What follows belongs to an exercise in optimizing a design on an open flow for small area and a short achievable clock period; a production flow would make more cautious choices. In this exercise RTL edits were held to simulation tests only and were not proved equivalent to the original.

==> inputs of v37 <==
## resize_datapath
module resize_datapath (
  clk,
  reset_n,
  enable,
  data_in1,
  data_in2,
  scale,
  data_out
);
export LEC_CHECK = 0
export ABC_AREA = 1
export CAP_MARGIN = 20
export CORE_MARGIN = 2
export CORE_UTILIZATION = 55
export PLACE_DENSITY = 0.7
export SETUP_SLACK_MARGIN = 5
export SLEW_MARGIN = 20
export SYNTH_HIERARCHICAL = 1
export SYNTH_MINIMUM_KEEP_SIZE = 0
create_clock -name core_clock -period 25.0 [get_ports {clk}]
standard.sh (not shown) runs the stock make flow with config.mk's settings and CLKGATE_MAP_FILE= SYNTH_SCRIPT=/design/flow/synth_recipe.tcl, a recipe that flattens the netlist after the stock synthesis.
==> flow/flow/run.sh <==
#!/bin/bash
# Own layout flow:
#  1. the standard synthesis (bash standard.sh synth);
#  2. the logic between the registers and the full-adder cells is mapped
#     again by ABC for area (registers and full adders kept as they are);
#  3. the standard layout from the floorplan on, except that the delay
#     cells may not be used (so the port buffers are plain buffers); the
#     platform's own don't-use cells stay don't-use.
# Each tool's output goes to a log file of its own here (flow_*.log).
set -euo pipefail
W=$(pwd)
R=$W/orfs/results/$FLOW_PLATFORM/resize_datapath/base
YOSYS=$FLOW_HOME/../tools/install/yosys/bin/yosys
LIB=$FLOW_HOME/platforms/sky130hd/lib/sky130_fd_sc_hd__tt_025C_1v80.lib

bash standard.sh synth > "$W/flow_synth.log" 2>&1
cp "$R/1_2_yosys.v" "$W/standard_1_2_yosys.v"

DL="sky130_fd_sc_hd__clkdlybuf4s15_1 sky130_fd_sc_hd__clkdlybuf4s15_2 sky130_fd_sc_hd__clkdlybuf4s18_1 sky130_fd_sc_hd__clkdlybuf4s18_2 sky130_fd_sc_hd__clkdlybuf4s25_1 sky130_fd_sc_hd__clkdlybuf4s25_2 sky130_fd_sc_hd__clkdlybuf4s50_1 sky130_fd_sc_hd__clkdlybuf4s50_2 sky130_fd_sc_hd__dlygate4sd1_1 sky130_fd_sc_hd__dlygate4sd2_1 sky130_fd_sc_hd__dlygate4sd3_1 sky130_fd_sc_hd__dlymetal6s2s_1 sky130_fd_sc_hd__dlymetal6s4s_1 sky130_fd_sc_hd__dlymetal6s6s_1"
PLAT=$(sed -n '/^export DONT_USE_CELLS/,/^[^ ]/p' "$FLOW_HOME/platforms/sky130hd/config.mk" | grep -o 'sky130_fd_sc_hd__[A-Za-z0-9_]*' | tr '\n' ' ')
DONT_ALL="$DL $PLAT"
# ABC may not use the don't-use cells, nor the multi-output adder cells
ABC_DONT=$(for c in $DONT_ALL sky130_fd_sc_hd__fa_1 sky130_fd_sc_hd__fa_2 sky130_fd_sc_hd__fa_4 sky130_fd_sc_hd__fah_1 sky130_fd_sc_hd__fahcin_1 sky130_fd_sc_hd__fahcon_1 sky130_fd_sc_hd__ha_1 sky130_fd_sc_hd__ha_2 sky130_fd_sc_hd__ha_4; do printf -- "-dont_use $c "; done)
printf 'set_driving_cell sky130_fd_sc_hd__buf_1\nset_load 5\n' > "$W/resyn.constr"
echo 'strash; &get -n; &syn2; &put; dc2; balance; dch; map -a; topo; stime -c; upsize -c; dnsize -c' > "$W/resyn.abc"
cat > "$W/resyn.ys" <<EOS
read_liberty -ignore_miss_func $LIB
blackbox sky130_fd_sc_hd__fa_1 sky130_fd_sc_hd__fa_2 sky130_fd_sc_hd__fa_4 sky130_fd_sc_hd__dfrtp_1 sky130_fd_sc_hd__dfrtp_2 sky130_fd_sc_hd__dfrtp_4
read_verilog $W/standard_1_2_yosys.v
hierarchy -top $FLOW_TOP
flatten
opt_clean -purge
abc -liberty $LIB -constr $W/resyn.constr -script $W/resyn.abc $ABC_DONT
opt_clean -purge
hilomap -singleton -hicell sky130_fd_sc_hd__conb_1 HI -locell sky130_fd_sc_hd__conb_1 LO
splitnets
opt_clean -purge
write_verilog -noattr -nohex -nodec $W/resyn.v
EOS
"$YOSYS" -s "$W/resyn.ys" > "$W/flow_resyn.log" 2>&1
# read the new netlist back on its own and check it
"$YOSYS" -p "read_liberty -lib $LIB; read_verilog $W/resyn.v; hierarchy -check -top $FLOW_TOP; check -assert -mapped; stat -liberty $LIB" > "$W/flow_resyn_check.log" 2>&1
cp "$W/resyn.v" "$R/1_2_yosys.v"
touch "$R/1_2_yosys.v"

bash standard.sh "DONT_USE_CELLS=$DONT_ALL" SETUP_SLACK_MARGIN=7 finish > "$W/flow_finish.log" 2>&1
==> v32 (differences from v37) <==
--- a/flow/flow/run.sh
+++ b/flow/flow/run.sh
@@ -23,5 +23,5 @@
 ABC_DONT=$(for c in $DONT_ALL sky130_fd_sc_hd__fa_1 sky130_fd_sc_hd__fa_2 sky130_fd_sc_hd__fa_4 sky130_fd_sc_hd__fah_1 sky130_fd_sc_hd__fahcin_1 sky130_fd_sc_hd__fahcon_1 sky130_fd_sc_hd__ha_1 sky130_fd_sc_hd__ha_2 sky130_fd_sc_hd__ha_4; do printf -- "-dont_use $c "; done)
 printf 'set_driving_cell sky130_fd_sc_hd__buf_1\nset_load 5\n' > "$W/resyn.constr"
-echo 'strash; &get -n; &syn2; &put; dc2; balance; dch; map -a; topo; stime -c; upsize -c; dnsize -c' > "$W/resyn.abc"
+echo 'strash; dch; map -a; topo; stime -c; upsize -c; dnsize -c' > "$W/resyn.abc"
 cat > "$W/resyn.ys" <<EOS
 read_liberty -ignore_miss_func $LIB
@@ -44,3 +44,3 @@
 touch "$R/1_2_yosys.v"
 
-bash standard.sh "DONT_USE_CELLS=$DONT_ALL" SETUP_SLACK_MARGIN=7 finish > "$W/flow_finish.log" 2>&1
+bash standard.sh "DONT_USE_CELLS=$DONT_ALL" finish > "$W/flow_finish.log" 2>&1
==> qor summary <==
Routed wl met2: v32 13,660 µm; v37 13,300 µm
RR Startpoint: v32 data_out[9]$_DFFE_PN0P_; v37 data_out[8]$_DFFE_PN0P_
Slew @ Worst Pin: v32 1004 ps; v37 934.9 ps
Cell total after placement: v32 1,774; v37 1,686
Worst path depth: v32 78; v37 82
Vias in the first global route: v32 9,920; v37 9,779
Slew HR: v32 0.3307; v37 0.3767
Critical path buffers and inverters: v32 17; v37 14
Starting utilization of the core area: v32 0.5559; v37 0.5560
Biggest fanout along the worst timing path: v32 20; v37 24
Sequential cell area share: v32 0.03663; v37 0.03709
# resized after CTS: v32 0; v37 6
Status: v32 complete, no violations; v37 complete, no violations
Number of nets in the layout: v32 1,777; v37 1,728

separate check: timing with driven ports:
The results above use ideal ports. As a check the final layouts listed here were re-extracted and re-timed, cells and wires unchanged.
Step 1, drivers: a clkbuf_16 drives clk and a buf_2 each remaining input, both assumed.
Step 2 times the ports against the registers' clock, not the clock port: input delays grow and output delays shrink by t, the midpoint of the rising clock arrivals with the driver on.
Slacks: ideal ports / drivers / drivers and shift; pairs: ideal ports / drivers.
run | t (ns) | slack for setup (ns) | hold WS [ns] | worst setup path at the end | worst slew at a driven data input, ns
v37 | 0.265 | 7.765 / 7.769 / 7.505 | 0.477 / 0.477 / 0.477 | input to register | 0.04
v32 | 0.269 | 6.820 / 6.827 / 6.558 | 0.483 / 0.483 / 0.483 | input to register | 0.04
After both steps setup and hold are still met in every run listed. The setup slack of v32, which loses most, moves by +0.007 ns with the drivers and by -0.262 ns with both steps.
